Background: an optimization exercise with open tools, aiming at small area and a short achievable clock period. Do not read the settings as production practice. At most, simulation tests tie the RTL to the original design; equivalence was not proved. Function not checked in run 2: the RTL went through the layout flow alone.

`design/flow/run.sh`:
```
#!/bin/bash
# synth_recipe.tcl (not shown) runs the flow's synth.tcl, then flattens the netlist and writes it again
# the make line also repeats each setting of config.mk as NAME=value (left out here)
make -C /OpenROAD-flow-scripts/flow DESIGN_CONFIG=/design/flow/config.mk WORK_HOME=/design/flow/orfs CLKGATE_MAP_FILE= SYNTH_SCRIPT=/design/flow/synth_recipe.tcl finish
```
`design/flow/config.mk`:
```
export PLATFORM = sky130hd
export DESIGN_NAME = conv2d_3x3
export DESIGN_NICKNAME = conv2d_3x3
export VERILOG_FILES = /design/flow/design.v
export SDC_FILE = /design/flow/constraint.sdc
export NUM_CORES = 8
export LEC_CHECK = 0
export CAP_MARGIN = 20
export CORE_MARGIN = 2
export CORE_UTILIZATION = 32
export PLACE_DENSITY = 0.42
export SLEW_MARGIN = 20
```
`design/flow/constraint.sdc`:
```
create_clock -name core_clock -period 40.0 [get_ports {clk}]
set_input_delay 8.0000 -clock core_clock [delete_from_list [all_inputs] [get_ports {clk}]]
set_output_delay 8.0000 -clock core_clock [all_outputs]
set_load 0.01 [all_outputs]
```
`design/flow/design.v`:
```
`timescale 1ns / 1ps
module   register 
#(
    parameter SIZE = 32
)
(
    input clk,
    input reset_n,
    input load,
    input [SIZE-1:0] in,
    output reg[SIZE-1:0] out
);
    always @(negedge reset_n, posedge clk) begin
        if(!reset_n) begin
            out <= {SIZE{1'b0}};
        end else if (load) begin
            out <= in;
        end
    end
endmodule
`timescale 1ns / 1ps
module shift_register 
#(
    parameter LENGHT = 32,
    localparam SIZE = 32 
)
(
    input clk,
    input reset_n,
    input load,
    input [SIZE -1 : 0 ] in,
    output[SIZE -1 : 0 ] out  
);
    wire [SIZE -1 : 0 ] flow[LENGHT - 1 : 0];
    genvar i;
    generate
        for(i = 0;i<LENGHT;i=i+1) begin : shift
            if( !i ) begin
                register regg_b
                (
                    .clk(clk),
                    .reset_n(reset_n),
                    .load(load),
                    .in(in),
                    .out(flow[i])
                );
            end
            else if (i  == LENGHT -1 ) begin
                register regg_l
                (
                    .clk(clk),
                    .reset_n(reset_n),
                    .load(load),
                    .in(flow[i-1]),
                    .out(out)
                );
            end else begin
                register regg
                (
                    .clk(clk),
                    .reset_n(reset_n),
                    .load(load),
                    .in(flow[i-1]),
                    .out(flow[i])
                );
            end
        end
    endgenerate
endmodule
`timescale 1ns / 1ps
module shift_left
#(parameter SIZE = 32)
(
    input[SIZE-1:0] In,
    input [$clog2(SIZE)-1:0]  Bit_shift,
    input Check,
    output [SIZE-1:0]Out
);
    assign Out[SIZE-2:0]=   Check ? (In[SIZE-2:0] << ( Bit_shift-(SIZE/2) ) ) : 0;
    assign Out[SIZE-1]  =   Check ? In[SIZE-1] : 0;
endmodule
`timescale 1ns / 1ps
module shift_right
#(parameter SIZE = 32)
(
    input[SIZE-1:0]             In,
    input [$clog2(SIZE/2)-1:0]  Bit_shift,
    input                       Check,
    output [SIZE-1:0]           Out
);
    assign Out[SIZE-2:0]=   Check ? (In[SIZE-2:0] >> (SIZE/2-Bit_shift)) : 0;
    assign Out[SIZE-1]  =   Check ? In[SIZE-1] : 0;
endmodule
`timescale 1ns / 1ps
module Adder 
#(
parameter SIZE = 32
)
(   input  [SIZE-1:0] A,
    input  [SIZE-1:0] B,
    output [SIZE-1:0] Out
);
    wire [SIZE-2 : 0 ] Sub_AB;
    wire [SIZE-2 : 0 ] Sub_BA;
    wire [SIZE-2 : 0 ] Sum;
    assign Sub_AB = A[SIZE-2:0] - B[SIZE-2:0];
    assign Sub_BA = B[SIZE-2:0] - A[SIZE-2:0];
    assign Sum = A[SIZE-2:0] + B[SIZE-2:0];
    assign Out[SIZE-2 : 0] =  (A[SIZE-1]== B[SIZE-1]) ? Sum : ( (A[SIZE-2:0] >= B[SIZE-2 : 0]) ? Sub_AB : Sub_BA ) ;
    assign Out[SIZE-1] =  (A[SIZE-1] == B[SIZE-1]) ? A[SIZE-1] : ( (A[SIZE-2:0] >= B[SIZE-2:0]) ? A[SIZE-1] : B[SIZE-1] );
endmodule
`timescale 1ns / 1ps
module Mul_int
#(parameter SIZE = 32)
(
    input [SIZE-1:0] A,  
    input [SIZE-1:0] B,  
    output [SIZE-1:0] Out  
);
    wire [SIZE-1:0] Mul_w  [SIZE/2-1:0];
    wire [SIZE-1:0] Mul_w2 [SIZE/4-1:0];
    wire [SIZE-1:0] Mul_w3 [SIZE/8-1:0];
    wire [SIZE-1:0] Mul_w4;
    genvar i;
    generate 
        for(i=0;i<8;i=i+1) begin
                shift_left sl(.In(A),.Bit_shift(i+16),.Check(B[i+16]),.Out(Mul_w[i]));
                if( (i+1)%2 == 0 ) 
                    Adder add1(.A(Mul_w[i-1]),.B(Mul_w[i]),.Out(Mul_w2[i/2]));
                if( (i+1)%4 == 0 )
                    Adder add2(.A(Mul_w2[(i+1)/2-2]),.B(Mul_w2[(i+1)/2-1]),.Out(Mul_w3[i/4]));
                if( (i+1)%8 == 0 )
                    Adder add3(.A(Mul_w3[(i+1)/4-2]),.B(Mul_w3[(i+1)/4-1]),.Out(Mul_w4));
        end
    endgenerate
    assign Out = Mul_w4;
endmodule
`timescale 1ns / 1ps
module Mul_frac
#(parameter SIZE = 32)
(
    input [SIZE-1:0] A,
    input [SIZE-1:0] B,
    output [SIZE-1:0] Out
);
    wire [SIZE-1:0] Mul_w  [SIZE/2-1:0];
    wire [SIZE-1:0] Mul_w2 [SIZE/4-1:0];
    wire [SIZE-1:0] Mul_w3 [SIZE/8-1:0];
    wire [SIZE-1:0] Mul_w4 [SIZE/16-1:0];
    wire [SIZE-1:0] Mul_w5; 
    genvar i;
    generate 
        for(i=0;i<(SIZE/2);i=i+1) begin
                shift_right sft(.In(A),.Bit_shift(i),.Check(B[i]),.Out(Mul_w[i]));
                if( (i+1)%2 == 0 ) 
                    Adder add1(.A(Mul_w[i-1]),.B(Mul_w[i]),.Out(Mul_w2[i/2]));
                if( (i+1)%4 == 0 )
                    Adder add2(.A(Mul_w2[(i+1)/2-2]),.B(Mul_w2[(i+1)/2-1]),.Out(Mul_w3[i/4]));
                if( (i+1)%8 == 0 )
                    Adder add3(.A(Mul_w3[(i+1)/4-2]),.B(Mul_w3[(i+1)/4-1]),.Out(Mul_w4[i/8]));
                if( (i+1)%16 == 0 )
                    Adder add4(.A(Mul_w4[(i+1)/8-2]),.B(Mul_w4[(i+1)/8-1]),.Out(Mul_w5));
        end
    endgenerate
    assign Out = Mul_w5;
endmodule
`timescale 1ns / 1ps
module Mul
#(parameter SIZE = 32)
(
    input [SIZE-1:0] A,
    input [SIZE-1:0] B,
    output[SIZE-1:0] Out
); 
    wire [SIZE-1:0] wire_frac;
    wire [SIZE-1:0] wire_int;
    wire [SIZE-1:0] wire_out;
    Mul_int ngn(.A(A),.B(B),.Out(wire_frac));
    Mul_frac tp(.A(A),.B(B),.Out(wire_int));
    Adder add(.A(wire_frac),.B(wire_int),.Out(wire_out));
    assign Out[SIZE-2:0] = wire_out[SIZE-2:0];
    assign Out[SIZE-1] = (A[31] && B[31]) ? 0 : ((~A[31] && ~B[31]) ? 0 : 1); 
endmodule
`timescale 1ns/1ps
module line_buffer_3x3 
#(
    parameter SIZE = 32,
    parameter WEIGHT = 10
)
(
    input clk,
    input reset_n,
    input en,
    input load,
    input [SIZE - 1: 0] in,
    output[SIZE -1 : 0] w1,
    output[SIZE -1 : 0] w2,
    output[SIZE -1 : 0] w3,
    output[SIZE -1 : 0] w4,
    output[SIZE -1 : 0] w5,
    output[SIZE -1 : 0] w6,
    output[SIZE -1 : 0] w7,
    output[SIZE -1 : 0] w8,
    output[SIZE -1 : 0] w9
);
    wire [SIZE -1 : 0 ] wire_w1;
    wire [SIZE -1 : 0 ] wire_w2;
    wire [SIZE -1 : 0 ] wire_w3;
    wire [SIZE -1 : 0 ] wire_w4;
    wire [SIZE -1 : 0 ] wire_w5;
    wire [SIZE -1 : 0 ] wire_w6;
    wire [SIZE -1 : 0 ] wire_w7;
    wire [SIZE -1 : 0 ] wire_w8;
    wire [SIZE -1 : 0 ] wire_w9;
    register ww9
    (
        .clk(clk),
        .reset_n(reset_n),
        .load(load),
        .in(in),
        .out(wire_w9)
    );
    register ww8
    (
        .clk(clk),
        .reset_n(reset_n),
        .load(load),
        .in(wire_w9),
        .out(wire_w8)
    );
    register ww7
    (
        .clk(clk),
        .reset_n(reset_n),
        .load(load),
        .in(wire_w8),
        .out(wire_w7)
    );
    shift_register #(.LENGHT(WEIGHT - 2)) ww6
    (
        .clk(clk),
        .reset_n(reset_n),
        .load(load),
        .in(wire_w7),
        .out(wire_w6)
    );
    register ww5
    (
        .clk(clk),
        .reset_n(reset_n),
        .load(load),
        .in(wire_w6),
        .out(wire_w5)
    );
    register ww4
    (
        .clk(clk),
        .reset_n(reset_n),
        .load(load),
        .in(wire_w5),
        .out(wire_w4)
    );
    shift_register #(.LENGHT(WEIGHT - 2)) ww3
    (
        .clk(clk),
        .reset_n(reset_n),
        .load(load),
        .in(wire_w4),
        .out(wire_w3)
    );
    register ww2
    (
        .clk(clk),
        .reset_n(reset_n),
        .load(load),
        .in(wire_w3),
        .out(wire_w2)
    );
    register ww1
    (
        .clk(clk),
        .reset_n(reset_n),
        .load(load),
        .in(wire_w2),
        .out(wire_w1)
    );
    assign w1 = en ? wire_w1 : 32'b0;
    assign w2 = en ? wire_w2 : 32'b0;
    assign w3 = en ? wire_w3 : 32'b0;
    assign w4 = en ? wire_w4 : 32'b0;
    assign w5 = en ? wire_w5 : 32'b0;
    assign w6 = en ? wire_w6 : 32'b0;
    assign w7 = en ? wire_w7 : 32'b0;
    assign w8 = en ? wire_w8 : 32'b0;
    assign w9 = en ? wire_w9 : 32'b0;
endmodule
`timescale 1ns / 1ps
module conv2d_calculator 
#(
    parameter SIZE = 32
) 
(   
    input clk,
    input reset_n,
    input load,
    input  en,
    input  [SIZE-1:0] w1,
    input  [SIZE-1:0] w2,
    input  [SIZE-1:0] w3,    
    input  [SIZE-1:0] w4,
    input  [SIZE-1:0] w5,
    input  [SIZE-1:0] w6,
    input  [SIZE-1:0] w7,
    input  [SIZE-1:0] w8,
    input  [SIZE-1:0] w9,
    input  [SIZE-1:0] k1,
    input  [SIZE-1:0] k2,
    input  [SIZE-1:0] k3,
    input  [SIZE-1:0] k4,
    input  [SIZE-1:0] k5,
    input  [SIZE-1:0] k6,
    input  [SIZE-1:0] k7,
    input  [SIZE-1:0] k8,
    input  [SIZE-1:0] k9,
    output            valid_out,
    output [SIZE-1:0] out
);
    wire [SIZE-1:0] w [8:0];
    wire [SIZE-1:0] k [8:0];
    assign w[0] = w1;
    assign w[1] = w2;
    assign w[2] = w3;
    assign w[3] = w4;
    assign w[4] = w5;
    assign w[5] = w6;
    assign w[6] = w7;
    assign w[7] = w8;
    assign w[8] = w9;
    assign k[0] = k1;
    assign k[1] = k2;
    assign k[2] = k3;
    assign k[3] = k4;
    assign k[4] = k5;
    assign k[5] = k6;
    assign k[6] = k7;
    assign k[7] = k8;
    assign k[8] = k9;
    wire [SIZE-1:0] Mul_w  [SIZE/2-1:0];
    wire [SIZE-1:0] add_w2 [SIZE/4-1:0];
    wire [SIZE-1:0] add_w3 [SIZE/8-1:0];
    wire [SIZE-1:0] add_w4;
    wire [SIZE-1:0] add_w5;
    wire [SIZE-1:0] Mul_ww  [SIZE/2-1:0];
    wire [SIZE-1:0] add_ww2 [SIZE/4-1:0];
    wire [SIZE-1:0] add_ww3 [SIZE/8-1:0];
    wire [SIZE-1:0] add_ww4;
    wire [SIZE-1:0] add_ww5;
    wire [SIZE-1:0] wire_mul_w9[4:0];
    genvar i;
    generate 
        for(i=0;i<8;i=i+1) begin
            Mul mul(.A(w[i]),.B(k[i]),.Out(Mul_ww[i]));
            register r(.clk(clk),.reset_n(reset_n),.load(load),.in(Mul_ww[i]),.out(Mul_w[i]));
            if( (i+1)%2 == 0 ) begin
                Adder add1(.A(Mul_w[i-1]),.B(Mul_w[i]),.Out(add_ww2[i/2]));
                register r1(.clk(clk),.reset_n(reset_n),.load(load),.in(add_ww2[i/2]),.out(add_w2[i/2]));
            end
            if( (i+1)%4 == 0 ) begin
                Adder add2(.A(add_w2[(i+1)/2-2]),.B(add_w2[(i+1)/2-1]),.Out(add_ww3[i/4]));
                register r2(.clk(clk),.reset_n(reset_n),.load(load),.in(add_ww3[i/4]),.out(add_w3[i/4]));
            end
            if( (i+1)%8 == 0 ) begin
                Adder add3(.A(add_w3[(i+1)/4-2]),.B(add_w3[(i+1)/4-1]),.Out(add_ww4));
                register r3(.clk(clk),.reset_n(reset_n),.load(load),.in(add_ww4),.out(add_w4));
            end
        end
    endgenerate 
    Mul mulw9(.A(w[8]),.B(k[8]),.Out(wire_mul_w9[0]));
    register r(.clk(clk),.reset_n(reset_n),.load(load),.in(wire_mul_w9[0]),.out(wire_mul_w9[1]));
    register r1(.clk(clk),.reset_n(reset_n),.load(load),.in(wire_mul_w9[1]),.out(wire_mul_w9[2]));
    register r2(.clk(clk),.reset_n(reset_n),.load(load),.in(wire_mul_w9[2]),.out(wire_mul_w9[3]));
    register r3(.clk(clk),.reset_n(reset_n),.load(load),.in(wire_mul_w9[3]),.out(wire_mul_w9[4]));
    wire  en1,en2,en3,en4,en5;
    register #(.SIZE(1)) r_en(.clk(clk),.reset_n(reset_n),.load(load),.in(en),.out(en1));
    register #(.SIZE(1)) r_en1(.clk(clk),.reset_n(reset_n),.load(load),.in(en1),.out(en2));
    register #(.SIZE(1)) r_en2(.clk(clk),.reset_n(reset_n),.load(load),.in(en2),.out(en3));
    register #(.SIZE(1)) r_en3(.clk(clk),.reset_n(reset_n),.load(load),.in(en3),.out(en4));
    register #(.SIZE(1)) r_en4(.clk(clk),.reset_n(reset_n),.load(load),.in(en4),.out(en5));
    Adder add4(.A(add_w4),.B(wire_mul_w9[4]),.Out(add_ww5));
    register r4(.clk(clk),.reset_n(reset_n),.load(load),.in(add_ww5),.out(add_w5));
    assign  out = en5 ? add_w5: 32'b0;
    assign  valid_out = en5 ? 1 : 0;
endmodule
`timescale 1ns / 1ps
module conv2d_3x3 #(
    parameter SIZE  = 32 ,
    WEIGHT = 34,
    LENGHT = 302   
) (
    input clk,
    input reset_n,
    input load,
    input en,
    input [SIZE-1:0] in,
    input [SIZE-1:0] k1,
    input [SIZE-1:0] k2,
    input [SIZE-1:0] k3,
    input [SIZE-1:0] k4,
    input [SIZE-1:0] k5,
    input [SIZE-1:0] k6,
    input [SIZE-1:0] k7,
    input [SIZE-1:0] k8,
    input [SIZE-1:0] k9,
    output valid_out,
    output[SIZE-1:0] out
);  
    wire [SIZE-1:0] w1;
    wire [SIZE-1:0] w2;
    wire [SIZE-1:0] w3;
    wire [SIZE-1:0] w4;
    wire [SIZE-1:0] w5;
    wire [SIZE-1:0] w6;
    wire [SIZE-1:0] w7;
    wire [SIZE-1:0] w8;
    wire [SIZE-1:0] w9;
    line_buffer_3x3 #(.WEIGHT(WEIGHT)) lb
    (
        .clk(clk),
        .reset_n(reset_n),
        .en(en),
        .load(load),
        .in(in),
        .w1(w1),
        .w2(w2),
        .w3(w3),
        .w4(w4),
        .w5(w5),
        .w6(w6),
        .w7(w7),
        .w8(w8),
        .w9(w9)
    );
    conv2d_calculator conv2dd
    (   .clk(clk),
        .reset_n(reset_n),
        .en(en),
        .load(load),
        .w1(w1),
        .w2(w2),
        .w3(w3),
        .w4(w4),
        .w5(w5),
        .w6(w6),
        .w7(w7),
        .w8(w8),
        .w9(w9),
        .k1(k1),
        .k2(k2),
        .k3(k3),
        .k4(k4),
        .k5(k5),
        .k6(k6),
        .k7(k7),
        .k8(k8),
        .k9(k9),
        .valid_out(valid_out),
        .out(out)
    );
endmodule
```
==> reports/metrics.csv, run 1 <==
stage,metric,value,unit
worst_setup_path,critPathTopFamily,compound AO/OA/AOI/OAI gates,
grt,overflow,0,
clock_network,clk-insertion-delay-late,1.23,ns
place,finalWeightedCongestion,0.953,
timing,maxSlewHeadroom,0.0746,
grt,first_global_vias,950000,
cells_and_area,fin_nets,153000,
timing,rsz0062_at_grt,no,
clock_network,cts.repair.resized,0,
worst_setup_path,critPathBufInv,11,
synthesis,synthAdderAreaFrac,0.233,
cells_and_area,stdcell_count,176000,
clock_network,cts_tree,done,
worst_setup_path,critPathMaxFanout,57,
synthesis,ys_types,127,
drt,routed_wl,4490,mm
timing,tightest_slew,1.38,ns
synthesis,syn_area,0.969,sq mm
cells_and_area,syn_to_final_growth,5.82,%
clock_network,cts_setup_buffers,0,
floorplanning,core,3.02,sq mm
timing,slew_violations,0,
worst_setup_path,endpoint_kind,flop,
synthesis,ys_seq_elements,2917,
worst_setup_path,crit_cells,81,
clock_network,cts_sinks,2917,
cells_and_area,final_common_cell,ha_1,
outcome,status,finished clean,
timing,finalCritPeriodShare,0.866,
worst_setup_path,cp_slowest_cell,xnor2_1,
grt,track_usage,0.278,
cells_and_area,final_cell_mix,"ha_1, a21oi_1, inv_1, nor2_1, nand2_1",
cells_and_area,drive_above_1_share,0.0528,
grt,grt_pass1_wl,6490,mm
worst_setup_path,reg2regPathDepth,79,
place,placed_area,1.01,sq mm
worst_setup_path,crit_top_cell,a21oi_1,
drt,routedWlPerCell,25.5,um
synthesis,synth-simple-area-share,0.180,
drt,drc,0,
timing,fin_setup_tns,0,ns
floorplanning,io_pins,357,
timing,setup_viol,0,
drt,drt-initial-drc-count,92700,
synthesis,synthArstFlopShare,1.00,
drt,antenna_left,0,
worst_setup_path,slowest_delay,0.88,ns
floorplanning,die_w,1.74,mm
timing,finalHoldViolCount,0,
place,io_buffers,293,
synthesis,synthFlopType,dfrtp_1,
synthesis,synth-seq-area-share,0.0753,
synthesis,syn_avg_cell_area,6.92,sq um
min_path,hp-class,flop to flop,
clock_network,numCtsBuffers,356,
floorplanning,rows,639,
synthesis,synth-compound-area-share,0.293,
drt,first_pass_iters,7,
flow_run,drv_cap,0,
drt,vias,999000,
drt,viasPerCell,5.66,
worst_setup_path,path_class,input port to flop,
synthesis,synth_edf_count,0,
synthesis,synthCells,140000,
synthesis,synth_top_family_by_area,compound AO/OA/AOI/OAI gates,
clock_network,clk_pin_slew,0.06,ns
synthesis,synth_xor_area_frac,0.0622,
worst_setup_path,r2r_slack,13.05,ns
timing,fin_crit,34.65,ns
worst_setup_path,arrival,35.63,ns
cells_and_area,fillers,331000,
floorplanning,floorplan.initialDensity,0.321,
place,hpwlAfterDp,3660,mm
worst_setup_path,required,40.97,ns
synthesis,synth_fp_nets,158000,
synthesis,synth_mux_area_frac,0.0614,
cells_and_area,stdcell_area,1.03,sq mm
cells_and_area,post-route-util,0.339,
grt,grt_max_degree,180,
timing,finClkSkew,0.171,ns
clock_network,cts_buffer_depth,5,
clock_network,cts-htree-levels,5,
grt,antenna_found_initial,566,
floorplanning,die_area,3.04,sq mm
worst_setup_path,startpoint_type,input port,
place,dp_cells,175000,
timing,fmax,28.9,MHz
floorplanning,die_y,1.74,mm
clock_network,hold_buffers,0,
clock_network,cts_root_buf,clkbuf_16,
min_path,min_path_cells,1,
synthesis,synth_warnings,22,
-- sequential cells by signal (all words and copies together) (netlist names), 64 cells and up --
register	flops
conv2dd.genblk1.genblk1.r1.out	128
conv2dd.genblk1.genblk2.r2.out	64
conv2dd.genblk1.r.out	256
lb.ww3.shift.genblk1.genblk1.regg.out	960
lb.ww6.shift.genblk1.genblk1.regg.out	960
-- logic make-up (layout without fill, tap and decap cells) --
group | after synthesis | count (layout)
AOI/OAI and AO/OA | 45100 | 45100
and+or+nand+nor | 37700 | 37700
buffers and inverters | 24200 | 19300
adders and majority gates | 17700 | 17700
xor gates and xnor gates | 6880 | 6880
muxes | 5569 | 5569
DFF | 2917 | 2917
other | 0 | 892
-- area by class of cell --
cell class,instances,area (sq um),area share
clock buffers,495,10200,0.00999
multi-input cells,113000,808000,0.788
well taps,40400,50500,0.0493
inverters,16400,61500,0.0599
clock inverters,138,1890,0.00184
flip-flops and latches,2917,73100,0.0713
diodes,892,2230,0.00218
repair buffers,2279,18200,0.0177
-- path summary, 6_finish.rpt --
kind | start | endpoint
max | en | conv2dd.r.out[30]
min | lb.ww3.shift[23].genblk1.genblk1.regg.out[22] | lb.ww3.shift[24].genblk1.genblk1.regg.out[22]
max reg2reg | lb.ww2.out[26] | conv2dd.genblk1[1].r.out[18]
min reg2reg | lb.ww3.shift[23].genblk1.genblk1.regg.out[22] | lb.ww3.shift[24].genblk1.genblk1.regg.out[22]
max in group asynchronous | reset_n | lb.ww7.out[18]
min in group asynchronous | reset_n | lb.ww1.out[16]
-- cells in the mapped netlist, types with 915 or more instances --
master    instances  area [sq um]
mux2_2         3018         34000
a211oi_1       1596         12000
nand2_1        9889         37100
or3_1           915          5720
inv_1         16200         60900
dfrtp_1        2917         73000
nor2b_1        1398          8750
xnor2_1        5666         49600
ha_1          17100        214000
a21oi_1       16600         82900
and3_1         2431         15200
nor2_1        12900         48600
nand4_1        1075          6730
a31oi_1        1416          8860
a21o_1         3487         26200
o21a_1         1024          7690
nand3_1        1496          7490
xor2_1         1210         10600
nor3_1         3060         15300
nor4_1         1031          6450
o31ai_1        1272          9550
mux2i_1        2547         25500
nand2b_1       1310          8200
clkbuf_1       7035         26400
o21ai_0        7912         39600
o211ai_1        985          7390
o21bai_1       4503         33800
-- metrics by stage --
step	hold slack [ns]	setup WS (ns)
after floorplan	0.442	10.28
after global placement	0.477	4.89
after detailed placement	0.479	5.02
after CTS	0.391	6.16
after global routing	0.428	4.33
final	0.395	5.35
-- per-layer routing --
layer	vias up	GRT usage	share of wire
met5	-	0.000605	0.00016
met1	484000	0.375	0.45
li1	478000	-	-
met3	4998	0.0283	0.055
met4	76	0.122	0.049
met2	32600	0.449	0.45
==> run 2, diff against run 1 <==
==> design/flow/design.v (replaced) <==
`timescale 1ns / 1ps
`timescale 1ns / 1ps
`timescale 1ns / 1ps
`timescale 1ns / 1ps
`timescale 1ns / 1ps
`timescale 1ns / 1ps
`timescale 1ns / 1ps
`timescale 1ns / 1ps
`timescale 1ns / 1ps
`timescale 1ns / 1ps
`timescale 1ns / 1ps
module mulmag (
    input  [30:0] a,
    input  [23:0] b,
    output [30:0] p
);
    wire [30:0] t [0:23];
    genvar i;
    generate
        for (i = 0; i < 16; i = i + 1) begin : fr
            assign t[i] = b[i] ? (a >> (16 - i)) : 31'd0;
        end
        for (i = 16; i < 24; i = i + 1) begin : it
            assign t[i] = b[i] ? (a << (i - 16)) : 31'd0;
        end
    endgenerate
    assign p = t[0] + t[1] + t[2] + t[3] + t[4] + t[5] + t[6] + t[7]
             + t[8] + t[9] + t[10] + t[11] + t[12] + t[13] + t[14] + t[15]
             + t[16] + t[17] + t[18] + t[19] + t[20] + t[21] + t[22] + t[23];
endmodule
module mulsm (
    input  [31:0] a,
    input  [24:0] b,       
    input         v,
    output [31:0] p
);
    wire [30:0] m;
    mulmag u (.a(a[30:0]), .b(b[23:0] & {24{v}}), .p(m));
    assign p = {(a[31] & v) ^ b[24], m};
endmodule
module smadd (
    input  [31:0] x,
    input  [31:0] y,
    output [31:0] z
);
    wire        same = x[31] == y[31];
    wire [31:0] d    = {1'b0, x[30:0]} - {1'b0, y[30:0]};
    wire        ge   = ~d[31];
    wire [30:0] s    = x[30:0] + y[30:0];
    wire [30:0] dn   = y[30:0] - x[30:0];
    assign z[30:0] = same ? s : (ge ? d[30:0] : dn);
    assign z[31]   = (same | ge) ? x[31] : y[31];
endmodule
module conv2d_3x3 #(
    parameter SIZE  = 32 ,
    WEIGHT = 34,
    LENGHT = 302
) (
    input clk,
    input reset_n,
    input load,
    input en,
    input [SIZE-1:0] in,
    input [SIZE-1:0] k1,
    input [SIZE-1:0] k2,
    input [SIZE-1:0] k3,
    input [SIZE-1:0] k4,
    input [SIZE-1:0] k5,
    input [SIZE-1:0] k6,
    input [SIZE-1:0] k7,
    input [SIZE-1:0] k8,
    input [SIZE-1:0] k9,
    output valid_out,
    output[SIZE-1:0] out
);
    localparam N = 2 * WEIGHT + 4;    
    reg  [32*N-1:0] chain;
    always @(posedge clk)
        if (load) chain <= {chain[32*(N-1)-1:0], in};
    wire [31:0] c [0:N-1];
    genvar g;
    generate
        for (g = 0; g < N; g = g + 1) begin : cw
            assign c[g] = chain[32*g +: 32];
        end
    endgenerate
    reg [6:0] cnt;
    always @(posedge clk or negedge reset_n)
        if (!reset_n)            cnt <= 7'd0;
        else if (load && cnt != N) cnt <= cnt + 7'd1;
    reg e1, e2, e3, e4, e5;
    always @(posedge clk or negedge reset_n)
        if (!reset_n) {e1, e2, e3, e4, e5} <= 5'b0;
        else if (load) {e1, e2, e3, e4, e5} <= {en, e1, e2, e3, e4};
    reg [24:0] kr1, kr2, kr3, kr4, kr5, kr6, kr7, kr8, kr9;
    always @(posedge clk)
        if (load) begin
            kr1 <= {k1[31], k1[23:0]}; kr2 <= {k2[31], k2[23:0]};
            kr3 <= {k3[31], k3[23:0]}; kr4 <= {k4[31], k4[23:0]};
            kr5 <= {k5[31], k5[23:0]}; kr6 <= {k6[31], k6[23:0]};
            kr7 <= {k7[31], k7[23:0]}; kr8 <= {k8[31], k8[23:0]};
            kr9 <= {k9[31], k9[23:0]};
        end
    localparam W = WEIGHT;
    wire [31:0] p1, p2, p3, p4, p5, p6, p7, p8, p9;
    mulsm m1 (.a(c[2*W+3]), .b(kr1), .v(cnt > 2*W+3), .p(p1));
    mulsm m2 (.a(c[2*W+2]), .b(kr2), .v(cnt > 2*W+2), .p(p2));
    mulsm m3 (.a(c[2*W+1]), .b(kr3), .v(cnt > 2*W+1), .p(p3));
    mulsm m4 (.a(c[W+3]),   .b(kr4), .v(cnt > W+3),   .p(p4));
    mulsm m5 (.a(c[W+2]),   .b(kr5), .v(cnt > W+2),   .p(p5));
    mulsm m6 (.a(c[W+1]),   .b(kr6), .v(cnt > W+1),   .p(p6));
    mulsm m7 (.a(c[3]),     .b(kr7), .v(cnt > 3),     .p(p7));
    mulsm m8 (.a(c[2]),     .b(kr8), .v(cnt > 2),     .p(p8));
    wire [31:0] s12, s34, s56, s78;
    smadd a12 (.x(p1), .y(p2), .z(s12));
    smadd a34 (.x(p3), .y(p4), .z(s34));
    smadd a56 (.x(p5), .y(p6), .z(s56));
    smadd a78 (.x(p7), .y(p8), .z(s78));
    reg [31:0] r12, r34, r56, r78;
    reg [24:0] kd9;
    always @(posedge clk)
        if (load) begin
            r12 <= s12; r34 <= s34; r56 <= s56; r78 <= s78; kd9 <= kr9;
        end
    wire [31:0] s1234, s5678, s18;
    smadd a1234 (.x(r12), .y(r34), .z(s1234));
    smadd a5678 (.x(r56), .y(r78), .z(s5678));
    smadd a18   (.x(s1234), .y(s5678), .z(s18));
    reg [31:0] r18;
    reg [24:0] kdd9;
    always @(posedge clk)
        if (load) begin
            r18 <= s18; kdd9 <= kd9;
        end
    wire [31:0] sall;
    mulsm m9 (.a(c[3]), .b(kdd9), .v(cnt > 3), .p(p9));
    smadd a19 (.x(r18), .y(p9), .z(sall));
    reg [31:0] r19;
    always @(posedge clk)
        if (load) r19 <= sall;
    reg [31:0] r_out;
    always @(posedge clk)
        if (load) r_out <= r19;
    assign out       = r_out;
    assign valid_out = e5;
endmodule
==> run 2 against run 1 <==
Via count fell by 81%. Clock-buffer cell count fell by 93. Critical path depth fell by 35. Highest routed layer unchanged.
==> reports/metrics.csv, run 2 <==
stage,metric,value,unit,change
outcome,status,finished clean,,
clock_network,cts_sinks,2815,,-3.5%
clock_network,clk-insertion-delay-late,1.04,ns,-0.19 ns
synthesis,yosysTopAreaCellShare,0.319,,+0.0983
timing,slew_violations,0,,unchanged
clock_network,cts.repair.resized,0,,unchanged
timing,fin_ws,23.88,ns,+18.53 ns
place,dp_cells,37600,,-79%
flow_run,drv_cap,0,,unchanged
floorplanning,rows,343,,-46%
cells_and_area,stdcell_count,38200,,-78%
drt,viasPerCell,4.85,,-14%
clock_network,numCtsBuffers,333,,-6.5%
clock_network,cts-htree-levels,5,,unchanged
drt,drc,0,,unchanged
clock_network,cts_tree,done,,
synthesis,post-synth-top-count-cell,inv_1,,
drt,routed_wl,821,mm,-82%
worst_setup_path,endpoint_kind,flop,,
cells_and_area,top_register,chain,,
cells_and_area,seq_area,0.0845,sq mm,+16%
clock_network,hold_buffers,0,,unchanged
grt,grtUsageMet2,0.317,,-0.131
worst_setup_path,r2r-start,cnt[5],,
drt,first_pass_iters,6,,-1
timing,setup_viol,0,,unchanged
clock_network,cts_setup_buffers,0,,unchanged
cells_and_area,fillers,87600,,-74%
grt,overflow,0,,unchanged
timing,finalCritPeriodShare,0.403,,-0.463
timing,rsz0062_at_grt,no,,
cells_and_area,final_cell_mix,"inv_1, fa_1, nand2_1, edfxtp_1, ha_1",,
drt,drt-initial-drc-count,12200,,-87%
floorplanning,floorplan.initialDensity,0.321,,about the same
timing,finClkSkew,0.0941,ns,-0.0770 ns
synthesis,netlist_top_cells_count,"inv_1, fa_1, nand2_1",,
grt,first_global_vias,198000,,-79%
worst_setup_path,critPathMaxFanout,52,,-8.8%
floorplanning,die_w,939,um,-46%
cells_and_area,multi_input_area,0.172,sq mm,-79%
min_path,holdPathEnd,chain[1659],,
floorplanning,die_y,939,um,-46%
synthesis,synthArstFlopShare,0.00426,,-0.996
drt,routedWlPerCell,21.5,um,-16%
synthesis,synth_top_area_cell,fa_1,,
min_path,hp-class,flop to flop,,
grt,grt-busiest-layer,met2,,
grt,grt_pass1_wl,1260,mm,-81%
place,finalWeightedCongestion,0.877,,-7.9%
worst_setup_path,reg2reg_to,r19[23],,
worst_setup_path,cp_slowest_cell,xnor2_1,,
timing,fin_setup_tns,0,ns,unchanged
synthesis,ys_seq_elements,2815,,-3.5%
synthesis,syn_area,0.280,sq mm,-71%
drt,vias,185000,,-81%
min_path,min_path_cells,0,,-1
synthesis,synth-seq-area-share,0.302,,+0.227
drt,antenna_left,0,,unchanged
grt,antenna_found_initial,47,,-92%
floorplanning,core,0.872,sq mm,-71%
timing,tightest_slew,1.19,ns,-0.197 ns
synthesis,syn_avg_cell_area,10.5,sq um,+51%
floorplanning,die_area,0.881,sq mm,-71%
worst_setup_path,crit_top_cell,fa_1,,
clock_network,clk_pin_slew,0.06,ns,about the same
synthesis,synth_warnings,2,,-91%
place,hpwlAfterDp,649,mm,-82%
synthesis,synthTopCellsByArea,"fa_1, edfxtp_1, ha_1, inv_1, nand2_1",,
timing,finalHoldViolCount,0,,unchanged
worst_setup_path,reg2regPathDepth,46,,-42%
clock_network,cts_root_buf,clkbuf_16,,
worst_setup_path,r2r_slack,23.88,ns,+10.83 ns
cells_and_area,fin_nets,32700,,-79%
synthesis,synthFlopType,edfxtp_1,,
cells_and_area,drive_above_1_share,0.0429,,-0.00986
cells_and_area,largest_reg_flops,2304,,
grt,use_met1,0.259,,-0.116
cells_and_area,final_common_cell,inv_1,,
place,dpl_worst_slack,23.30,ns,+18.28 ns
synthesis,synthCells,26700,,-81%
timing,maxSlewHeadroom,0.203,,+0.129
grt,grt_use_met3,0.0163,,-0.0120
place,io_buffers,293,,unchanged
synthesis,synth_fp_nets,33000,,-79%
worst_setup_path,slowest_delay,0.91,ns,+0.03 ns
synthesis,synth_edf_count,2803,,+2803
timing,fmax,62.0,MHz,+110%
grt,track_usage,0.186,,-0.0920
floorplanning,io_pins,357,,unchanged
clock_network,cts_buffer_depth,4,,-1
min_path,min-delay-start,chain[1627],,
worst_setup_path,startpoint_type,flop,,
grt,grt_max_degree,179,,-0.56%
worst_setup_path,path_class,flop to flop,,
cells_and_area,syn_to_final_growth,9.65,%,
worst_setup_path,arrival,16.79,ns,-18.84 ns
timing,fin_crit,16.12,ns,-18.53 ns
synthesis,ys_types,92,,-28%
worst_setup_path,required,40.67,ns,-0.30 ns
-- run 2: routing by layer --
metal	share of wire	wire length, um	vias up
met1	0.45	372000	96800
li1	-	-	84100
met4	0.023	18900	2
met5	0.0000085	7	-
met3	0.037	30600	783
met2	0.49	400000	3488
-- run 2: per-stage QoR --
stage	utilization	hold slack (ns)	cell area, sq um
2_1_floorplan	-	0.400	280000
3_3_place_gp	0.339	0.400	296000
3_5_place_dp	0.339	0.405	296000
4_1_cts	0.352	0.326	306000
5_1_grt	0.352	0.347	307000
6_report	0.352	0.349	307000
-- run 2: worst max-delay path: cells and delay by family (launching register included) --
kind	cells	cell delay (ns)
compound gates	16	3.83
xor+xnor	2	1.55
fa+ha+maj	11	4.60
buf+inv	6	1.27
flops	1	0.49
mux	1	0.41
simple gates	10	3.46
-- run 2: kinds of logic after synthesis --
kind of cell	share of synthesized area
mux	0.00435
compound gates	0.0670
simple gates	0.127
fa+ha+maj	0.389
xor+xnor	0.0245
flops	0.302
buf+inv	0.0855
-- run 2: layout make-up --
class / instances / share of cell area
Antenna cell: 15 / 0.000122
Clock buffer: 402 / 0.0282
Clock inverter: 194 / 0.00718
Inverter: 4925 / 0.0603
Multi-Input combinational cell: 17500 / 0.560
Sequential cell: 2815 / 0.276
Tap cell: 11600 / 0.0472
Timing Repair Buffer: 762 / 0.0216
-- run 2: how the worst max path moves through the flow --
stage          slack, ns  cells after the start   start     endpoint
2_1_floorplan      27.74                     50  cnt[0]       r78[4]
3_3_place_gp       23.36                     10    load  chain[2234]
3_5_place_dp       23.30                     10    load  chain[2202]
4_1_cts            24.13                     46  cnt[5]      r19[23]
5_1_grt            23.35                     46  cnt[5]      r19[23]
6_report           23.88                     46  cnt[5]      r19[23]

==> what the ideal ports hide <==
In the flow no input, the clock included, has a driving cell. The finished layouts below were timed again as built, in two steps. Step 1 sets driving cells, clkbuf_16 on the clock port and buf_2 on the other inputs (assumed; they add their load-dependent delay and slew). Step 2 moves the port delays by t, midway between the first and last clock arrival at a register: inputs arrive t later, outputs are due t later. That takes back most of the time a late clock gives input paths. Three values: ideal, step 1, step 2; two values: the first two.
| run | shift t [ns] | setup slack, ns | worst hold slack (ns) | clock arrival spread, ns | worst data-port slew with drivers (ns) |
|---|---|---|---|---|---|
| run 1 | 1.389 | 5.345 / 5.492 / 4.103 | 0.395 / 0.395 / 0.395 | 0.186 / 0.186 | 0.96 |
| run 2 | 1.153 | 23.880 / 23.880 / 23.722 | 0.349 / 0.349 / 0.349 | 0.097 / 0.097 | 0.13 |
After both steps setup and hold are still met in every run listed. For run 1, which loses most, drivers alone change the setup slack by +0.147 ns; drivers and shift together by -1.242 ns.
